Context: an optimization exercise on an open-source flow, tuned for a short achievable clock period. The choices shown serve that exercise and are no tape-out recipe. Only simulation tests tie the RTL to the original design; equivalence was not proved. The clock input has no modelled driver; a real chip could not lean on it and would need a root buffer or a full tree.

build 38:
==> module Sine_wave, before the edit <==
module Sine_wave
    #(
        parameter DATA_WIDTH    = 12,
        parameter ANGLE_WIDTH   = 16
    )(
    input                       clk,
    input                       reset,
    input                       ce,
    input  [DATA_WIDTH:0]       ampl,
    input  [ANGLE_WIDTH-1:0]    step,
    output [DATA_WIDTH:0]       sin_wave,
    output [DATA_WIDTH:0]       cos_wave
);
localparam angle_90 = 51315;
reg [ANGLE_WIDTH-1:0] step_r;     
reg [ANGLE_WIDTH-1:0] nstep_r;    
reg [ANGLE_WIDTH:0]   nlim_r;     
reg                   fdn_r;      
reg                   clr_r;      
reg [DATA_WIDTH:0]    am_r, ap_r, x01_r, y01_r;
reg                   k0;         
localparam W = DATA_WIDTH + 1;
wire [W-1:0] P = {ampl[W-1], ampl[W-1:1]};
wire [W-1:0] am, ap, apo, pma;
ks_add  #(.W(W), .CIN(1)) u_am  (.a(ampl), .b(~P),   .s(am));           
ks_add  #(.W(W), .CIN(0)) u_ap  (.a(ampl), .b(P),    .s(ap));           
ks_addv #(.W(W))          u_apo (.a(ampl), .b(P), .cin(ampl[0]), .s(apo), .co());  
ks_add  #(.W(W), .CIN(1)) u_pma (.a(P),    .b(~ampl), .s(pma));         
wire [W-1:0] x01 = (ampl == {1'b1, {(W-1){1'b0}}}) ? {2'b11, {(W-2){1'b0}}} : apo;
wire [ANGLE_WIDTH:0] nlim = (step > angle_90) ? ~17'h10000 : ~(angle_90 - step);
always @(posedge clk) begin
    if (!ce) begin
        step_r  <= {ANGLE_WIDTH{1'b0}};
        nstep_r <= {ANGLE_WIDTH{1'b1}};
        nlim_r  <= ~17'h10000;
        fdn_r   <= 1'b1;
    end else if (reset) begin
        step_r  <= {ANGLE_WIDTH{1'b0}};
        nstep_r <= {ANGLE_WIDTH{1'b0}};
        nlim_r  <= 17'h1ffff;
        fdn_r   <= 1'b0;
    end else begin
        step_r  <= step;
        nstep_r <= ~step;
        nlim_r  <= nlim;
        fdn_r   <= 1'b0;
    end
    clr_r   <= ce & reset;
    am_r    <= am;
    ap_r    <= ap;
    x01_r   <= x01;
    y01_r   <= pma;
    k0      <= reset;
end
reg [ANGLE_WIDTH-1:0] angle;
reg [1:0]             state;
wire [ANGLE_WIDTH-1:0] a_sum, a_diff;
ks_add #(.W(ANGLE_WIDTH), .CIN(0)) u_sum  (.a(angle), .b(step_r),  .s(a_sum));
ks_add #(.W(ANGLE_WIDTH), .CIN(1)) u_diff (.a(angle), .b(nstep_r), .s(a_diff));
wire [ANGLE_WIDTH-1:0] angle_c;
wire [3:0] up_n, down;
genvar h, i;
generate
    for (h = 0; h < 4; h = h + 1) begin : cp
        ks_cmp  #(.W(ANGLE_WIDTH+1), .CIN(1)) u_up (.a({1'b0, angle_c}), .b(nlim_r), .co(up_n[h]));
        ks_cmpv #(.W(ANGLE_WIDTH))            u_dn (.a(angle_c), .b(nstep_r), .cin(fdn_r), .co(down[h]));
    end
endgenerate
wire       even = ~state[0];
wire [3:0] move = even ? ~up_n : down;
wire [ANGLE_WIDTH-1:0] moved_n;
wire [ANGLE_WIDTH-1:0] held_n = ~(clr_r ? {ANGLE_WIDTH{1'b0}} : angle);
wire [ANGLE_WIDTH-1:0] angle_next;
generate
    for (i = 0; i < ANGLE_WIDTH; i = i + 1) begin : nx
        cell_mux2i u_e (.s(even), .a1(a_sum[i]), .a0(a_diff[i]), .y(moved_n[i]));
        cell_mux2i u_m (.s(move[i / (ANGLE_WIDTH / 4)]), .a1(moved_n[i]), .a0(held_n[i]), .y(angle_next[i]));
    end
endgenerate
vreg #(.W(ANGLE_WIDTH)) u_angle_c (.clk(clk), .d(angle_next), .q(angle_c));
always @(posedge clk) begin
    angle <= angle_next;
    state <= clr_r ? 2'd0 : state + {1'b0, ~move[0]};
end
cordic #(
    .DATA_WIDTH    (DATA_WIDTH),
    .ANGLE_WIDTH   (ANGLE_WIDTH)
    ) cordic (
    .clk        (clk),
    .rst        (reset),
    .am_i       (am_r),
    .ap_i       (ap_r),
    .x01_i      (x01_r),
    .y01_i      (y01_r),
    .kill_i     (k0),
    .quarter_in (state),
    .theta_next (angle_next),
    .sin_o      (sin_wave),
    .cos_o      (cos_wave)
);
endmodule
Settings: LEC_CHECK=0, ABC_CLOCK_PERIOD_IN_PS=1500, CAP_MARGIN=20, CORE_MARGIN=2, CORE_UTILIZATION=40, SETUP_SLACK_MARGIN=2.3, SLEW_MARGIN=20, SYNTH_HIERARCHICAL=1, SYNTH_MINIMUM_KEEP_SIZE=0; clock period 3.8 ns.
standard.sh (not shown) runs the stock make flow with config.mk's settings and CLKGATE_MAP_FILE= SYNTH_SCRIPT=/design/flow/synth_recipe.tcl, a recipe that flattens the netlist after the stock synthesis.
==> flow/flow/run.sh <==
#!/bin/bash
# Layout flow: the standard ORFS flow, except that the clock tree is
# built by flow/cts_custom.tcl (two buffer levels: the clock port drives
# four root buffers, each root drives a column of leaf buffers, each leaf
# drives a balanced cluster of flip-flops).  Each tool's output goes to a
# log file of its own in this folder.
set -euo pipefail
export TREE_COLS=4
export TREE_ROWS=10

# synthesis, floorplan and placement: standard
bash standard.sh place > 1_standard_to_place.log 2>&1

# clock tree: the make command of standard.sh, running our script
MAKECMD=$(grep '^make ' standard.sh | sed 's/"\${@:-finish}"//')
eval "$MAKECMD run RUN_SCRIPT=$PWD/flow/cts_custom.tcl RUN_LOG_NAME_STEM=4_1_cts" > 2_custom_cts.log 2>&1

# routing and finishing: standard (CTS results are up to date)
bash standard.sh finish > 3_standard_finish.log 2>&1
Other scripts of this flow, unchanged in this note and not shown: flow/flow/cts_custom.tcl
The following lists how build 66 was set up differently from build 38:
--- a/flow/design.v
+++ b/flow/design.v
@@ -871,9 +871,11 @@
 wire [3:0] up_n, down;
 genvar h, i;
 generate
     for (h = 0; h < 4; h = h + 1) begin : cp
-        ks_cmp  #(.W(ANGLE_WIDTH+1), .CIN(1)) u_up (.a({1'b0, angle_c}), .b(nlim_r), .co(up_n[h]));
+        wire c16;
+        ks_cmp  #(.W(ANGLE_WIDTH), .CIN(1)) u_up (.a(angle_c), .b(nlim_r[ANGLE_WIDTH-1:0]), .co(c16));
+        assign up_n[h] = nlim_r[ANGLE_WIDTH] & c16;
         ks_cmpv #(.W(ANGLE_WIDTH))            u_dn (.a(angle_c), .b(nstep_r), .cin(fdn_r), .co(down[h]));
     end
 endgenerate
 wire       even = ~state[0];
[build 66 vs build 38] synthesized cell count: lower in build 66
Looking at maximum clock rate, build 66 sits 0.0044 GHz below build 38.
Going from build 38 to build 66, global-route usage stayed essentially flat; detailed-placement wirelength estimate now smaller; cell area barely changed.
| initial core utilization | build 66 vs build 38 | ≈ equal |
In every run of this note, the design's own scripts or RTL, not TritonCTS, make the clock network.

-- afterwards: timing with drivers on the ports --
The results above use ideal ports. As a check the final layouts listed here were re-extracted and re-timed, cells and wires unchanged. Step 1 assumes that a clkbuf_16 drives the clock port and a buf_2 every other input. Step 2 adds t to the input delays and takes it off the output delays; t is the mean of the earliest and latest rising clock arrival at the registers after step 1. Input paths then give back, and output paths get back, about the clock's delay inside the block. Slacks: ideal / step 1 / step 2; pairs: ideal / step 1.
| run | shift t [ns] | setup slack, ns | slew at the worst register clock pin (ns) | pins driven straight from the clock port |
|---|---|---|---|---|
| build 38 | 0.567 | 1.864 / 1.864 / 1.516 | 0.10 / 0.10 | 4 |
| build 66 | 0.568 | 1.848 / 1.848 / 1.409 | 0.10 / 0.10 | 4 |
After both steps setup and hold are still met in every run listed. The setup slack of build 66, which loses most, moves by 0.000 ns with the drivers and by -0.439 ns with both steps.
